Background: an optimization exercise with open tools, aiming at small area. Do not read the settings as production practice. The RTL was checked by simulation tests, not by an equivalence proof against the original design. No activity file was given, so power comes from the tool's default toggle rates.

==> branch garnet <==
==> flow/design.v <==
module register_file #(parameter DATA_WIDTH=32, LOG2_NUM_REGS=4, NUM_REGS=16)
	  		(
			clk, 
			reset_n,
			read_en, 
			write_en, 
			raddr_0,
			raddr_1, 
			waddr,
			wdata,
			rdata_0,
			rdata_1
			);
input clk;				 
input reset_n;				 
input [1:0] read_en;			 
input [LOG2_NUM_REGS-1:0] raddr_0;	 
input [LOG2_NUM_REGS-1:0] raddr_1;	 
input write_en;				 
input [LOG2_NUM_REGS-1:0] waddr;	 
input [DATA_WIDTH-1:0]    wdata;	 
output [DATA_WIDTH-1:0]    rdata_0;	 
output [DATA_WIDTH-1:0]    rdata_1;	 
reg   [DATA_WIDTH-1:0]    RF[0:NUM_REGS-1];  
wire read_port_0;
wire read_port_1;
wire read_port_2;
assign read_port_0 = read_en[0]; 
assign read_port_1 = read_en[1];    
assign rdata_0 = read_port_0 ? RF[raddr_0]: 32'h0;
assign rdata_1 = read_port_1 ? RF[raddr_1]: 32'h0;
always @(posedge clk)
begin
	if(~reset_n)
	begin
		RF[0] 	<= 32'h0;
		RF[1] 	<= 32'h0;
		RF[2] 	<= 32'h0;
		RF[3] 	<= 32'h0;
		RF[4] 	<= 32'h0;
		RF[5] 	<= 32'h0;
		RF[6] 	<= 32'h0;
		RF[7] 	<= 32'h0;
		RF[8] 	<= 32'h0;
		RF[9] 	<= 32'h0;
		RF[10]	<= 32'h0;
		RF[11] 	<= 32'h0;
		RF[12] 	<= 32'h0;
		RF[13] 	<= 32'h0;
		RF[14] 	<= 32'h0;
		RF[15] 	<= 32'h0;
	end
	else
	begin
	if(write_en)
		RF[waddr] <= wdata;
	end
end
endmodule
module register_bank  #(parameter NUM_LANES=8, DATA_WIDTH=32, NUM_REGS=16, LOG2_NUM_REGS=4)
			(
			clk, 
			rst_n,
			read_en_0,
			read_en_1, 
			raddr_0,
			raddr_1, 
			write_en, 
			wdata_0,	 
			wdata_1,	 
			wdata_2,	 
			wdata_3,	 
			wdata_4,	 
			wdata_5,	 
			wdata_6,	 
			wdata_7,	 
			rdata_0_0,	 
			rdata_1_0,	 
			rdata_0_1,	 
			rdata_1_1,	 
			rdata_0_2,	 
			rdata_1_2,	 
			rdata_0_3,	 
			rdata_1_3,	 
			rdata_0_4,	 
			rdata_1_4,	 
			rdata_0_5,	 
			rdata_1_5,	 
			rdata_0_6,	 
			rdata_1_6,	 
			rdata_0_7,	 
			rdata_1_7,	 
			waddr
			);
input clk;				 
input rst_n;				 
input [NUM_LANES-1:0] read_en_0; 	 
input [NUM_LANES-1:0] read_en_1;
input [NUM_LANES-1:0] write_en;
input [LOG2_NUM_REGS-1:0] raddr_0;
input [LOG2_NUM_REGS-1:0] raddr_1;
input [LOG2_NUM_REGS-1:0] waddr;
input [DATA_WIDTH-1:0]    wdata_0;	 
input [DATA_WIDTH-1:0]    wdata_1;	 
input [DATA_WIDTH-1:0]    wdata_2;	 
input [DATA_WIDTH-1:0]    wdata_3;	 
input [DATA_WIDTH-1:0]    wdata_4;	 
input [DATA_WIDTH-1:0]    wdata_5;	 
input [DATA_WIDTH-1:0]    wdata_6;	 
input [DATA_WIDTH-1:0]    wdata_7;	 
output [DATA_WIDTH-1:0]    rdata_0_0;	 
output [DATA_WIDTH-1:0]    rdata_1_0;	 
output [DATA_WIDTH-1:0]    rdata_0_1;	 
output [DATA_WIDTH-1:0]    rdata_1_1;	 
output [DATA_WIDTH-1:0]    rdata_0_2;	 
output [DATA_WIDTH-1:0]    rdata_1_2;	 
output [DATA_WIDTH-1:0]    rdata_0_3;	 
output [DATA_WIDTH-1:0]    rdata_1_3;	 
output [DATA_WIDTH-1:0]    rdata_0_4;	 
output [DATA_WIDTH-1:0]    rdata_1_4;	 
output [DATA_WIDTH-1:0]    rdata_0_5;	 
output [DATA_WIDTH-1:0]    rdata_1_5;	 
output [DATA_WIDTH-1:0]    rdata_0_6;	 
output [DATA_WIDTH-1:0]    rdata_1_6;	 
output [DATA_WIDTH-1:0]    rdata_0_7;	 
output [DATA_WIDTH-1:0]    rdata_1_7;	 
register_file 		#(.DATA_WIDTH(32), 
                          .NUM_REGS(16),
                          .LOG2_NUM_REGS(4))
		RF_LANE_0(
			.clk(clk),
			.reset_n(rst_n),
			.read_en({read_en_1[0], read_en_0[0]}),
			.write_en(write_en[0]),
			.raddr_0(raddr_0),
			.raddr_1(raddr_1),
			.waddr(waddr),
			.wdata(wdata_0),
			.rdata_0(rdata_0_0),
			.rdata_1(rdata_1_0)
			);
register_file 		#(.DATA_WIDTH(32), 
			  .NUM_REGS(16),
			  .LOG2_NUM_REGS(4))
		RF_LANE_1(
			.clk(clk),
			.reset_n(rst_n),
			.read_en({read_en_1[1], read_en_0[1]}),
			.write_en(write_en[1]),
			.raddr_0(raddr_0),
			.raddr_1(raddr_1),
			.waddr(waddr),
			.wdata(wdata_1),
			.rdata_0(rdata_0_1),
			.rdata_1(rdata_1_1)
			);
register_file 		#(.DATA_WIDTH(32), 
                          .NUM_REGS(16),
                          .LOG2_NUM_REGS(4))
		RF_LANE_2(
			.clk(clk),
			.reset_n(rst_n),
			.read_en({read_en_1[2], read_en_0[2]}),
			.write_en(write_en[2]),
			.raddr_0(raddr_0),
			.raddr_1(raddr_1),
			.waddr(waddr),
			.wdata(wdata_2),
			.rdata_0(rdata_0_2),
			.rdata_1(rdata_1_2)
			);
register_file 		#(.DATA_WIDTH(32), 
                          .NUM_REGS(16),
                          .LOG2_NUM_REGS(4))
		RF_LANE_3(
			.clk(clk),
			.reset_n(rst_n),
			.read_en({read_en_1[3], read_en_0[3]}),
			.write_en(write_en[3]),
			.raddr_0(raddr_0),
			.raddr_1(raddr_1),
			.waddr(waddr),
			.wdata(wdata_3),
			.rdata_0(rdata_0_3),
			.rdata_1(rdata_1_3)
			);
register_file 		#(.DATA_WIDTH(32), 
                          .NUM_REGS(16),
                          .LOG2_NUM_REGS(4))
		RF_LANE_4(
			.clk(clk),
			.reset_n(rst_n),
			.read_en({read_en_1[4], read_en_0[4]}),
			.write_en(write_en[4]),
			.raddr_0(raddr_0),
			.raddr_1(raddr_1),
			.waddr(waddr),
			.wdata(wdata_4),
			.rdata_0(rdata_0_4),
			.rdata_1(rdata_1_4)
			);
register_file 		#(.DATA_WIDTH(32), 
                          .NUM_REGS(16),
                          .LOG2_NUM_REGS(4))
		RF_LANE_5 (
			.clk(clk),
			.reset_n(rst_n),
			.read_en({read_en_1[5], read_en_0[5]}),
			.write_en(write_en[5]),
			.raddr_0(raddr_0),
			.raddr_1(raddr_1),
			.waddr(waddr),
			.wdata(wdata_5),
			.rdata_0(rdata_0_5),
			.rdata_1(rdata_1_5)
			);
register_file 		#(.DATA_WIDTH(32), 
                          .NUM_REGS(16),
                          .LOG2_NUM_REGS(4))
		RF_LANE_6(
			.clk(clk),
			.reset_n(rst_n),
			.read_en({read_en_1[6], read_en_0[6]}),
			.write_en(write_en[6]),
			.raddr_0(raddr_0),
			.raddr_1(raddr_1),
			.waddr(waddr),
			.wdata(wdata_6),
			.rdata_0(rdata_0_6),
			.rdata_1(rdata_1_6)
			);
register_file 		#(.DATA_WIDTH(32), 
                          .NUM_REGS(16),
                          .LOG2_NUM_REGS(4))
		RF_LANE_7(
			.clk(clk),
			.reset_n(rst_n),
			.read_en({read_en_1[7], read_en_0[7]}),
			.write_en(write_en[7]),
			.raddr_0(raddr_0),
			.raddr_1(raddr_1),
			.waddr(waddr),
			.wdata(wdata_7),
			.rdata_0(rdata_0_7),
			.rdata_1(rdata_1_7)
			);
endmodule			
==> flow/run.sh <==
#!/bin/bash
# synth_recipe.tcl (not shown) runs the flow's synth.tcl, then flattens the netlist and writes it again
# the make line also repeats each setting of config.mk as NAME=value (left out here)
make -C /OpenROAD-flow-scripts/flow DESIGN_CONFIG=/design/flow/config.mk WORK_HOME=/design/flow/orfs CLKGATE_MAP_FILE= SYNTH_SCRIPT=/design/flow/synth_recipe.tcl finish
==> flow/config.mk <==
export PLATFORM = sky130hd
export DESIGN_NAME = register_bank
export DESIGN_NICKNAME = register_bank
export VERILOG_FILES = /design/flow/design.v
export SDC_FILE = /design/flow/constraint.sdc
export NUM_CORES = 4
export LEC_CHECK = 0
export CAP_MARGIN = 20
export CORE_MARGIN = 2
export CORE_UTILIZATION = 40
export SLEW_MARGIN = 20
==> flow/constraint.sdc <==
create_clock -name core_clock -period 8.0 [get_ports {clk}]
set_input_delay 1.6000 -clock core_clock [delete_from_list [all_inputs] [get_ports {clk}]]
set_output_delay 1.6000 -clock core_clock [all_outputs]
set_load 0.01 [all_outputs]
==> inputs of branch zinc, as changes to branch garnet <==
==> flow/design.v, changed modules only <==
module register_file #(parameter DATA_WIDTH=32, LOG2_NUM_REGS=4, NUM_REGS=16)
	(
	input                      clk,
	input                      reset_n,
	input  [1:0]               read_en,
	input                      write_en,
	input  [LOG2_NUM_REGS-1:0] raddr_0,
	input  [LOG2_NUM_REGS-1:0] raddr_1,
	input  [LOG2_NUM_REGS-1:0] waddr,
	input  [DATA_WIDTH-1:0]    wdata,
	output [DATA_WIDTH-1:0]    rdata_0,
	output [DATA_WIDTH-1:0]    rdata_1
	);
wire [DATA_WIDTH-1:0] wd = wdata & {DATA_WIDTH{reset_n}};
reg [DATA_WIDTH-1:0] RF [0:NUM_REGS-1];
integer w;
always @(posedge clk)
	if (~reset_n) begin
		for (w = 0; w < NUM_REGS; w = w + 1)
			RF[w] <= wd;
	end
	else if (write_en)
		RF[waddr] <= wd;
wire [15:0] sel_0, sel_1;
wire [DATA_WIDTH-1:0] q [0:15];
genvar r, b;
generate
for (r = 0; r < 16; r = r + 1) begin : g_reg
	assign sel_0[r] = read_en[0] & (raddr_0 == r);
	assign sel_1[r] = read_en[1] & (raddr_1 == r);
	assign q[r] = RF[r];
end
for (b = 0; b < DATA_WIDTH; b = b + 1) begin : g_bit
	wire [15:0] col = {q[15][b], q[14][b], q[13][b], q[12][b],
	                   q[11][b], q[10][b], q[9][b],  q[8][b],
	                   q[7][b],  q[6][b],  q[5][b],  q[4][b],
	                   q[3][b],  q[2][b],  q[1][b],  q[0][b]};
	rb_mux16 u_rd0 (.s(sel_0), .d(col), .y(rdata_0[b]));
	rb_mux16 u_rd1 (.s(sel_1), .d(col), .y(rdata_1[b]));
end
endgenerate
endmodule
module rb_mux16 (input [15:0] s, input [15:0] d, output y);
wire [5:0] n;
wire       a;
rb_aoi222 u0 (.a1(s[0]),  .a2(d[0]),  .b1(s[1]),  .b2(d[1]),  .c1(s[2]),  .c2(d[2]),  .y(n[0]));
rb_aoi222 u1 (.a1(s[3]),  .a2(d[3]),  .b1(s[4]),  .b2(d[4]),  .c1(s[5]),  .c2(d[5]),  .y(n[1]));
rb_aoi222 u2 (.a1(s[6]),  .a2(d[6]),  .b1(s[7]),  .b2(d[7]),  .c1(s[8]),  .c2(d[8]),  .y(n[2]));
rb_aoi222 u3 (.a1(s[9]),  .a2(d[9]),  .b1(s[10]), .b2(d[10]), .c1(s[11]), .c2(d[11]), .y(n[3]));
rb_aoi222 u4 (.a1(s[12]), .a2(d[12]), .b1(s[13]), .b2(d[13]), .c1(s[14]), .c2(d[14]), .y(n[4]));
rb_nand2  u5 (.a(s[15]), .b(d[15]), .y(n[5]));
rb_and3   u6 (.a(n[0]), .b(n[1]), .c(n[2]), .y(a));
rb_nand4  u7 (.a(a), .b(n[3]), .c(n[4]), .d(n[5]), .y(y));
endmodule
module rb_aoi222 (input a1, a2, b1, b2, c1, c2, output y);
assign y = ~((a1 & a2) | (b1 & b2) | (c1 & c2));
endmodule
module rb_nand2 (input a, b, output y);
assign y = ~(a & b);
endmodule
module rb_and3 (input a, b, c, output y);
assign y = a & b & c;
endmodule
module rb_nand4 (input a, b, c, d, output y);
assign y = ~(a & b & c & d);
endmodule
==> flow/flow/run.sh (new file) <==
#!/bin/bash
# Standard ORFS layout with two changes: ports are buffered with the
# smallest buffer, and the clock tree uses small clock buffers in clusters
# of about 8 registers, without dummy loads (the design has no
# register-to-register paths, so the tree needs no balancing).
set -e
cp standard.sh standard_sh.log
export BUFFER_PORTS_ARGS="-buffer_cell sky130_fd_sc_hd__buf_1"
export CTS_ARGS="-sink_clustering_enable -repair_clock_nets -dont_use_dummy_load -buf_list sky130_fd_sc_hd__clkbuf_4 -root_buf sky130_fd_sc_hd__clkbuf_8 -sink_clustering_size 8 -sink_clustering_max_diameter 50"
bash standard.sh > standard.log 2>&1
==> flow/standard.sh (new file) <==
#!/bin/bash
# synth_recipe.tcl (not shown) runs the flow's synth.tcl, then flattens the netlist and writes it again
# the make line also repeats each setting of config.mk as NAME=value (left out here)
make -C /OpenROAD-flow-scripts/flow DESIGN_CONFIG=/design/flow/config.mk WORK_HOME=/design/flow/orfs CLKGATE_MAP_FILE= SYNTH_SCRIPT=/design/flow/synth_recipe.tcl "${@:-finish}"
- CAP_MARGIN: 20 -> 5
- CORE_UTILIZATION: 40 -> 45
- SLEW_MARGIN: 20 -> 5
- SYNTH_HIERARCHICAL: not set -> 1
removed: flow/run.sh
==> inputs of branch tundra, as changes to branch garnet <==
==> flow/design.v, changed modules only <==
module register_file #(parameter DATA_WIDTH=32, LOG2_NUM_REGS=4, NUM_REGS=16)
	(
	input                      clk,
	input                      reset_n,
	input  [1:0]               read_en,
	input                      write_en,
	input  [LOG2_NUM_REGS-1:0] raddr_0,
	input  [LOG2_NUM_REGS-1:0] raddr_1,
	input  [LOG2_NUM_REGS-1:0] waddr,
	input  [DATA_WIDTH-1:0]    wdata,
	output [DATA_WIDTH-1:0]    rdata_0,
	output [DATA_WIDTH-1:0]    rdata_1
	);
wire [DATA_WIDTH-1:0] wd = wdata & {DATA_WIDTH{reset_n}};
reg [DATA_WIDTH-1:0] RF [0:NUM_REGS-1];
wire [NUM_REGS-1:0] sel_0, sel_1;
genvar r;
generate
for (r = 0; r < NUM_REGS; r = r + 1) begin : g_dec
	assign sel_0[r] = read_en[0] & (raddr_0 == r);
	assign sel_1[r] = read_en[1] & (raddr_1 == r);
end
endgenerate
integer w;
always @(posedge clk)
	if (~reset_n) begin
		for (w = 0; w < NUM_REGS; w = w + 1)
			RF[w] <= wd;
	end
	else if (write_en)
		RF[waddr] <= wd;
reg [DATA_WIDTH-1:0] rd0, rd1;
integer i;
always @* begin
	rd0 = {DATA_WIDTH{1'b0}};
	rd1 = {DATA_WIDTH{1'b0}};
	for (i = 0; i < NUM_REGS; i = i + 1) begin
		rd0 = rd0 | (RF[i] & {DATA_WIDTH{sel_0[i]}});
		rd1 = rd1 | (RF[i] & {DATA_WIDTH{sel_1[i]}});
	end
end
assign rdata_0 = rd0;
assign rdata_1 = rd1;
endmodule
==> summary.txt <==
- Clock power: branch zinc < branch tundra < branch garnet.
- In flip-flop and latch count, branch tundra and branch garnet do not differ.
- Synthesized cell count, highest first: branch garnet, branch tundra, branch zinc.
- Critical path depth, highest first: branch tundra, branch zinc, branch garnet.
- Area after synthesis: branch garnet > branch tundra > branch zinc.
- The highest first-iteration DRC count belongs to branch zinc, the lowest to branch garnet.
- Of branch tundra and branch garnet, branch garnet has the higher fmax (gap about 5.6%, measured against branch garnet).
- Of branch tundra and branch zinc, branch tundra has the higher non-clock buffer count (gap 89).
- Of branch tundra and branch garnet, branch garnet has the higher total power (gap 3.9%, measured against branch garnet).
==> figures <==
Run status: branch zinc timing/DRC/antenna clean; branch tundra timing/DRC/antenna clean; branch garnet timing/DRC/antenna clean
Mux contribution to synthesized area: branch zinc 0%; branch tundra 0.433%; branch garnet 18.9%
Switching portion of total power: branch zinc 26.0%; branch tundra 25.5%; branch garnet 26.8%
Number of nets in the layout: branch zinc 11,139; branch tundra 13,458; branch garnet 18,005
Antenna violations before repair: branch zinc 80; branch tundra 74; branch garnet 164
Chip height: branch zinc 603 um; branch tundra 667 um; branch garnet 746 um
Tap cell instance count: branch zinc 4,773; branch tundra 5,757; branch garnet 7,261
Via count of the first global-routing pass: branch zinc 117,516; branch tundra 130,074; branch garnet 154,279
Worst Path Max Fanout: branch zinc 32; branch tundra 21; branch garnet 31
Total power: branch zinc 40,600 uW; branch tundra 51,600 uW; branch garnet 53,700 uW
Clock network power: branch zinc 10,300 uW; branch tundra 20,100 uW; branch garnet 21,000 uW
Via count: branch zinc 120,089; branch tundra 136,508; branch garnet 155,749
Multi-Input Combinational: branch zinc 4,912; branch tundra 7,307; branch garnet 11,692
Final period util: branch zinc 86.5%; branch tundra 93.5%; branch garnet 88.2%
Met1 track demand over resource in global routing: branch zinc 40.4%; branch tundra 43.5%; branch garnet 38.5%
Met2 layer wire length in the routed design: branch zinc 276,000 um; branch tundra 334,000 um; branch garnet 395,000 um
Standard cell core area: branch zinc 358,000 sq um; branch tundra 438,000 sq um; branch garnet 548,000 sq um
Cell Pwr Density: branch zinc 224 nW/um^2; branch tundra 251 nW/um^2; branch garnet 211 nW/um^2
Cell-internal power: branch zinc 30,100 uW; branch tundra 38,500 uW; branch garnet 39,300 uW
Global routing met2 resource utilization: branch zinc 49.5%; branch tundra 49.4%; branch garnet 47.5%

-- port drivers added, routing unchanged --
In the flow no input, the clock included, has a driving cell. The finished layouts below were timed again as built, in two steps.
Step 1 (the two cells are an assumption about what drives the block):
set clk [get_ports {clk}]
set_driving_cell -lib_cell sky130_fd_sc_hd__clkbuf_16 $clk
set_driving_cell -lib_cell sky130_fd_sc_hd__buf_2 [delete_from_list [all_inputs] $clk]
Step 2, shift: input delay + t, output delay - t, t = (earliest + latest rising clock arrival at the registers) / 2. This alone moves slack from input paths to output paths.
a / b / c = ideal / step 1 / step 2; a / b = the first two.
run | shift t [ns] | setup WS [ns] | clock arrival spread, ns | worst register clock-pin slew, ns | worst slew at a driven data input, ns
branch garnet | 1.169 | 0.943 / 0.893 / 0.893 | 0.108 / 0.108 | 0.07 / 0.07 | 0.50
branch zinc | 1.528 | 1.084 / 0.965 / 0.965 | 0.213 / 0.213 | 0.10 / 0.10 | 0.26
branch tundra | 1.131 | 0.520 / 0.439 / 0.439 | 0.088 / 0.087 | 0.07 / 0.07 | 0.32
After both steps setup and hold are still met in every run listed. The setup slack of branch zinc, which loses most, moves by -0.119 ns with the drivers and by -0.119 ns with both steps.
